What follows belongs to an exercise in optimizing a design on an open flow for small area, a short achievable clock period and few clock cycles per item; a production flow would make more cautious choices. Function was checked by simulation only, so behaviour that the tests miss may differ from the original.

==> flow/design.v <==
module bk_add #(parameter W = 64) (
    input  [W-1:0] a, b,
    input          ci,
    output [W-1:0] s,
    output         co
);
    localparam N = W + 1;                  
    localparam L = $clog2(N);
    wire [N*(L+1)-1:0] gu, pu, gd;
    assign gu[N-1:0] = {a & b, ci};
    assign pu[N-1:0] = {a ^ b, 1'b0};
    genvar l, i;
    generate for (l = 0; l < L; l = l + 1) begin : up
        for (i = 0; i < N; i = i + 1) begin : b_
            if ((i % (2 << l)) == (2 << l) - 1) begin : c
                assign gu[(l+1)*N+i] = gu[l*N+i] | (pu[l*N+i] & gu[l*N+i-(1<<l)]);
                assign pu[(l+1)*N+i] = pu[l*N+i] & pu[l*N+i-(1<<l)];
            end else begin : n
                assign gu[(l+1)*N+i] = gu[l*N+i];
                assign pu[(l+1)*N+i] = pu[l*N+i];
            end
        end
    end endgenerate
    assign gd[L*N +: N] = gu[L*N +: N];
    generate for (l = L - 1; l >= 0; l = l - 1) begin : dn
        for (i = 0; i < N; i = i + 1) begin : b_
            if (l >= 1 && i >= (3 << (l - 1)) - 1 && ((i + 1 - (3 << (l - 1))) % (2 << (l - 1))) == 0) begin : c
                assign gd[l*N+i] = gd[(l+1)*N+i] | (pu[l*N+i] & gd[(l+1)*N+i-(1<<(l-1))]);
            end else begin : n
                assign gd[l*N+i] = gd[(l+1)*N+i];
            end
        end
    end endgenerate
    assign s = pu[N-1:1] ^ gd[N-2:0];
    assign co = gd[N-1];
endmodule
module sk_add #(parameter W = 64) (
    input  [W-1:0] a, b,
    input          ci,
    output [W-1:0] s,
    output         co
);
    localparam N = W + 1;                  
    localparam L = $clog2(N);
    wire [N*(L+1)-1:0] g, p;
    assign g[N-1:0] = {a & b, ci};
    assign p[N-1:0] = {a ^ b, 1'b0};
    genvar l, i;
    generate for (l = 0; l < L; l = l + 1) begin : lv
        for (i = 0; i < N; i = i + 1) begin : b_
            if ((i >> l) % 2 == 1) begin : c
                localparam J = ((i >> l) << l) - 1;
                assign g[(l+1)*N+i] = g[l*N+i] | (p[l*N+i] & g[l*N+J]);
                assign p[(l+1)*N+i] = p[l*N+i] & p[l*N+J];
            end else begin : n
                assign g[(l+1)*N+i] = g[l*N+i];
                assign p[(l+1)*N+i] = p[l*N+i];
            end
        end
    end endgenerate
    assign s = p[N-1:1] ^ g[L*N +: N-1];
    assign co = g[L*N+N-1];
endmodule
module ssm #(parameter LEN = 128)(clk, rst, start, a_in, b_in, n_in, ready, p_out);
    input clk, rst, start;
    input [LEN-1:0] a_in, b_in, n_in;
    output reg ready;
    output [LEN-1:0] p_out;
    localparam W = LEN + 3;
    localparam NB = 5;             
    localparam WB = 27;            
    localparam [2:0] ST_IDLE = 3'd0, ST_LOOP = 3'd1, ST_CONV = 3'd2, ST_FIN = 3'd3;
    reg [W-1:0] S, C;
    reg [2:0] st;
    reg [7:0] cnt;       
    reg bbit;            
    reg bnx;             
    reg [7:0] es;        
    reg [7:0] rab;       
    reg [8:0] nhi;       
    reg [7:0] w0, w1, w2;  
    reg first;           
    reg tl;              
    reg ph;              
    reg fb;              
    reg [6:0] ntop;      
    reg qp2, qm2, qm4;   
    reg [1:0] fstep;     
    reg cinr;            
    assign p_out = S[LEN:1];
    function cmp_neg8(input [7:0] x, input [7:0] y, input [7:0] z);
        reg [7:0] hs, hc, u, v, g, p, g1, p1, g2, p2;
        begin
            hs = x ^ y ^ z;
            hc = (x & y) | (x & z) | (y & z);
            u = hs;
            v = {hc[6:0], 1'b0};
            g = u & v;
            p = u ^ v;
            g1 = g | (p & {g[6:0], 1'b0});
            p1 = p & {p[6:0], 1'b0};
            g2 = g1 | (p1 & {g1[5:0], 2'b00});
            p2 = p1 & {p1[5:0], 2'b00};
            cmp_neg8 = p[7] ^ (g2[6] | (p2[6] & g2[2]));
        end
    endfunction
    wire in_loop = (st == ST_LOOP);
    wire in_fin = (st == ST_FIN);
    wire xneg = S[W-1];
    reg dn, nx, ld, d_p2, d_m2, d_m4;
    reg [1:0] fstep_n;
    always @(*) begin
        dn = 1'b0; nx = 1'b0; ld = 1'b0; d_p2 = 1'b0; d_m2 = 1'b0; d_m4 = 1'b0; fstep_n = 2'd2;
        if (!fb) begin
            if (fstep == 2'd0 && xneg) begin ld = 1'b1; d_p2 = 1'b1; fstep_n = 2'd2; end
            else dn = 1'b1;
        end else if (!ph) begin
            case (fstep)
                2'd0: begin ld = 1'b1; d_m4 = 1'b1; fstep_n = 2'd1; end
                2'd1: if (xneg) begin ld = 1'b1; d_p2 = 1'b1; fstep_n = 2'd2; end else nx = 1'b1;
                2'd2: if (xneg) begin ld = 1'b1; d_p2 = 1'b1; fstep_n = 2'd3; end else nx = 1'b1;
                default: nx = 1'b1;
            endcase
        end else begin
            case (fstep)
                2'd0: begin ld = 1'b1; d_m2 = 1'b1; fstep_n = 2'd1; end
                2'd1: if (xneg) begin ld = 1'b1; d_p2 = 1'b1; fstep_n = 2'd2; end else dn = 1'b1;
                default: dn = 1'b1;
            endcase
        end
    end
    wire sel_p2 = (in_loop & qp2) | (in_fin & d_p2);
    wire sel_m2 = (in_loop & qm2) | (in_fin & d_m2);
    wire sel_m4 = (in_loop & qm4) | (in_fin & d_m4);
    wire qneg = sel_m2 | sel_m4;
    wire [W-1:0] n2 = {2'b00, n_in, 1'b0};
    wire [W-1:0] n4 = {1'b0, n_in, 2'b00};
    wire [W-1:0] qt = ({W{sel_p2}} & n2) | ({W{sel_m2}} & ~n2) | ({W{sel_m4}} & ~n4);
    wire [W-1:0] x1 = {S[W-2:0], first};
    wire [W-1:0] x2 = {C[W-2:0], first};
    wire [W-1:0] x3 = {3'b000, a_in & {LEN{bbit}}};
    wire [W-1:0] s1 = x1 ^ x2 ^ x3;
    wire [W-1:0] c1 = (x1 & x2) | (x1 & x3) | (x2 & x3);
    wire [W-1:0] c1s = {c1[W-2:0], 1'b0};
    wire [W-1:0] csa_s = s1 ^ c1s ^ qt;
    wire [W-1:0] c2 = (s1 & c1s) | (s1 & qt) | (c1s & qt);
    wire [W-1:0] csa_c = {c2[W-2:0], qneg};
    wire [7:0] en2 = {2'b00, ntop[6:1]};
    wire [7:0] en4 = {1'b0, ntop};
    wire [7:0] ext = ({8{qp2}} & en2) | ({8{qm2}} & ~en2) | ({8{qm4}} & ~en4);
    wire [7:0] es1 = es;
    wire [7:0] ec1 = ext;
    wire g0 = ~cmp_neg8(es1, ec1, w0);
    wire g1 = ~cmp_neg8(es1, ec1, w1);
    wire g2 = ~cmp_neg8(es1, ec1, w2);
    wire [2:0] kin = n_in[LEN-2:LEN-4];
    wire [7:0] nt1_in = 8'd0 - (8'd12 + {5'd0, kin});
    wire [7:0] nt2_in = 8'd0 - (8'd27 + {4'd0, kin, 1'b0} + {5'd0, kin});
    wire [7:0] nt1 = nt1_in, nt2 = nt2_in;
    wire [7:0] at8 = {3'b000, a_in[LEN-1:LEN-5]};
    wire [7:0] wa0 = at8 + 8'd6, wa1 = at8 + nt1, wa2 = at8 + nt2;
    wire [9:0] rx1 = S[W-3:W-12];                           
    wire [9:0] rx2 = C[W-3:W-12];
    wire [9:0] rx3 = {2'b00, rab};                          
    wire [9:0] rs1 = rx1 ^ rx2 ^ rx3;
    wire [9:0] rc1 = (rx1 & rx2) | (rx1 & rx3) | (rx2 & rx3);
    wire [8:0] rn2 = {1'b0, nhi[8:1]};                      
    wire [8:0] rn4 = nhi;                                   
    wire [8:0] rqt = ({9{qp2}} & rn2) | ({9{qm2}} & ~rn2) | ({9{qm4}} & ~rn4);
    wire [8:0] ra = rs1[9:1];                               
    wire [8:0] rb = rc1[8:0];                               
    wire [8:0] rs2 = ra ^ rb ^ rqt;
    wire [8:0] rc2 = (ra & rb) | (ra & rqt) | (rb & rqt);
    wire [7:0] es_nx = rs2[8:1] + rc2[7:0];                
    wire [W-1:0] sum;
    wire [NB-1:0] bco;
    genvar gb;
    generate for (gb = 0; gb < NB; gb = gb + 1) begin : blk
        localparam LO = gb * WB;
        localparam WD = (gb == NB - 1) ? W - LO : WB;
        sk_add #(WD) add (.a(S[LO+WD-1:LO]), .b(C[LO+WD-1:LO]), .ci(gb == 0 ? cinr : 1'b0),
                          .s(sum[LO+WD-1:LO]), .co(bco[gb]));
    end endgenerate
    reg [W-1:0] cc;      
    integer ib;
    always @(*) begin
        cc = {W{1'b0}};
        for (ib = 0; ib < NB - 1; ib = ib + 1)
            cc[(ib + 1) * WB] = bco[ib];
    end
    wire conv_done = ~|bco[NB-2:0];
    always @(posedge clk or posedge rst) begin
        if (rst)
            S <= {W{1'b0}};
        else case (st)
            ST_LOOP: S <= csa_s;
            ST_CONV: S <= sum;
            default: S <= S;
        endcase
    end
    always @(posedge clk) begin
        case (st)
            ST_IDLE: C <= ~S;
            ST_LOOP: C <= csa_c;
            ST_CONV: C <= cc;
            default: C <= qt;
        endcase
    end
    always @(posedge clk or posedge rst) begin
        if (rst) begin
            st <= ST_IDLE;
            ready <= 1'b1;
        end else begin
            case (st)
                ST_IDLE: if (start) begin
                    st <= ST_LOOP;
                    ready <= 1'b0;
                end
                ST_LOOP: if (tl || fb) st <= ST_CONV;
                ST_CONV: if (conv_done) begin
                    if (!fb && (fstep != 2'd0 || !sum[W-1])) begin
                        st <= ST_IDLE;
                        ready <= 1'b1;
                    end else
                        st <= ST_FIN;
                end
                ST_FIN: begin
                    if (dn) begin
                        st <= ST_IDLE;
                        ready <= 1'b1;
                    end else if (nx)
                        st <= ST_LOOP;
                    else
                        st <= ST_CONV;
                end
                default: st <= ST_IDLE;
            endcase
        end
    end
    always @(posedge clk) begin
        case (st)
            ST_IDLE: if (start) begin
                cnt <= 8'd125;
                bbit <= b_in[LEN-1];
                bnx <= b_in[LEN-2];
                first <= 1'b1;
                tl <= 1'b0;
                ph <= 1'b0;
                fb <= ~n_in[LEN-1];
                w0 <= 8'd6;
                w1 <= nt1_in;
                w2 <= nt2_in;
                rab <= a_in[LEN-1:LEN-8] & {8{b_in[LEN-1]}};
                nhi <= n_in[LEN-1:LEN-9];
                ntop <= n_in[LEN-1:LEN-7];
                qp2 <= 1'b0;
                qm2 <= 1'b0;
                qm4 <= 1'b0;
                fstep <= 2'd0;
                cinr <= 1'b0;
                es <= 8'hff;
            end
            ST_LOOP: begin
                first <= 1'b0;
                es <= es_nx;
                qp2 <= ~fb & ~first & ~g0;
                qm2 <= ~fb & ~first & g1 & ~g2;
                qm4 <= ~fb & ~first & g2;
                if (tl)
                    ph <= 1'b1;
                else begin
                    bbit <= bnx;
                    rab <= a_in[LEN-1:LEN-8] & {8{bnx}};
                    bnx <= cnt[7] ? 1'b0 : b_in[cnt[6:0]];
                    w0 <= bnx ? wa0 : 8'd6;
                    w1 <= bnx ? wa1 : nt1;
                    w2 <= bnx ? wa2 : nt2;
                    cnt <= cnt - 8'd1;
                    if (cnt == 8'hfe) tl <= 1'b1;
                end
                fstep <= 2'd0;
            end
            ST_CONV: cinr <= 1'b0;
            ST_FIN: begin
                qp2 <= 1'b0;
                qm2 <= 1'b0;
                qm4 <= 1'b0;
                if (!dn && !nx) begin
                    cinr <= qneg;
                    fstep <= fstep_n;
                end
            end
            default: ;
        endcase
    end
endmodule
clock: 7.5 ns
lec_check: 0
cap_margin: 20
core_margin: 2
core_utilization: 60
setup_slack_margin: 4.5
slew_margin: 20
standard.sh (not shown) runs the stock make flow with config.mk's settings and CLKGATE_MAP_FILE= SYNTH_SCRIPT=/design/flow/synth_recipe.tcl, a recipe that flattens the netlist after the stock synthesis.
==> flow/flow/run.sh <==
#!/bin/bash
# The standard layout (the standard.sh, standard synthesis included), with the
# ports buffered by the smallest buffer cell instead of the one buffer_ports picks.
set -euo pipefail
export BUFFER_PORTS_ARGS="-buffer_cell sky130_fd_sc_hd__buf_1"
bash standard.sh finish > standard_flow.log 2>&1
Testbench counts at the start, summed over its fixed seeds: cycles 33,921, items 256.
Rerun with:
--- a/flow/design.v
+++ b/flow/design.v
@@ -75,15 +75,18 @@
     reg [7:0] cnt;       
     reg bbit;            
     reg bnx;             
     reg [7:0] es;        
+    reg [7:0] ahi;       
     reg [7:0] rab;       
     reg [8:0] nhi;       
     reg [7:0] w0, w1, w2;  
     reg first;           
     reg tl;              
     reg ph;              
     reg fb;              
+    reg [7:0] nt1, nt2;  
+    reg [4:0] atop;      
     reg [6:0] ntop;      
     reg qp2, qm2, qm4;   
     reg [1:0] fstep;     
     reg cinr;            
@@ -152,14 +155,13 @@
     wire [7:0] ec1 = ext;
     wire g0 = ~cmp_neg8(es1, ec1, w0);
     wire g1 = ~cmp_neg8(es1, ec1, w1);
     wire g2 = ~cmp_neg8(es1, ec1, w2);
+    wire [7:0] at8 = {3'b000, atop};
+    wire [7:0] wa0 = at8 + 8'd6, wa1 = at8 + nt1, wa2 = at8 + nt2;
     wire [2:0] kin = n_in[LEN-2:LEN-4];
     wire [7:0] nt1_in = 8'd0 - (8'd12 + {5'd0, kin});
     wire [7:0] nt2_in = 8'd0 - (8'd27 + {4'd0, kin, 1'b0} + {5'd0, kin});
-    wire [7:0] nt1 = nt1_in, nt2 = nt2_in;
-    wire [7:0] at8 = {3'b000, a_in[LEN-1:LEN-5]};
-    wire [7:0] wa0 = at8 + 8'd6, wa1 = at8 + nt1, wa2 = at8 + nt2;
     wire [9:0] rx1 = S[W-3:W-12];                           
     wire [9:0] rx2 = C[W-3:W-12];
     wire [9:0] rx3 = {2'b00, rab};                          
     wire [9:0] rs1 = rx1 ^ rx2 ^ rx3;
@@ -249,8 +251,12 @@
                 fb <= ~n_in[LEN-1];
                 w0 <= 8'd6;
                 w1 <= nt1_in;
                 w2 <= nt2_in;
+                nt1 <= nt1_in;
+                nt2 <= nt2_in;
+                atop <= a_in[LEN-1:LEN-5];
+                ahi <= a_in[LEN-1:LEN-8];
                 rab <= a_in[LEN-1:LEN-8] & {8{b_in[LEN-1]}};
                 nhi <= n_in[LEN-1:LEN-9];
                 ntop <= n_in[LEN-1:LEN-7];
                 qp2 <= 1'b0;
@@ -269,9 +275,9 @@
                 if (tl)
                     ph <= 1'b1;
                 else begin
                     bbit <= bnx;
-                    rab <= a_in[LEN-1:LEN-8] & {8{bnx}};
+                    rab <= ahi & {8{bnx}};
                     bnx <= cnt[7] ? 1'b0 : b_in[cnt[6:0]];
                     w0 <= bnx ? wa0 : 8'd6;
                     w1 <= bnx ? wa1 : nt1;
                     w2 <= bnx ? wa2 : nt2;
Fmax grows by 1.1%.
Setup slack gets better by 0.033 ns.
Routed wire length shrinks by 8.4%.
Via count shrinks by 3.5%.
Worst hold slack gets worse by 0.028 ns.
Design area grows by 0.50%.
Critical path depth is unchanged.
Global-route usage shrinks by 3.3 points.
Die area grows by 1.5%.
Count of clock-buffer cells in the layout grows by 3.
Testbench counts after the change, summed over its fixed seeds: cycles 33,921, items 256.

==> afterwards: timing with drivers on the ports <==
In the flow no input, the clock included, has a driving cell. The finished layouts below were timed again as built, in two steps. Step 1 sets driving cells, clkbuf_16 on the clock port and buf_2 on the other inputs (assumed; they add their load-dependent delay and slew). Step 2 moves the port delays by t, midway between the first and last clock arrival at a register: inputs arrive t later, outputs are due t later. That takes back most of the time a late clock gives input paths. Three values: ideal ports, drivers, drivers and shift; two values: the first two.
run	t (ns)	slack for setup (ns)	worst hold slack (ns)
the first run	0.641	4.334 / 4.340 / 3.700	0.569 / 0.569 / 0.569
the second run	0.639	4.367 / 4.367 / 4.041	0.541 / 0.541 / 0.541
After both steps every run listed still meets setup and hold. For the first run, which loses most, drivers alone change the setup slack by +0.006 ns; drivers and shift together by -0.634 ns.
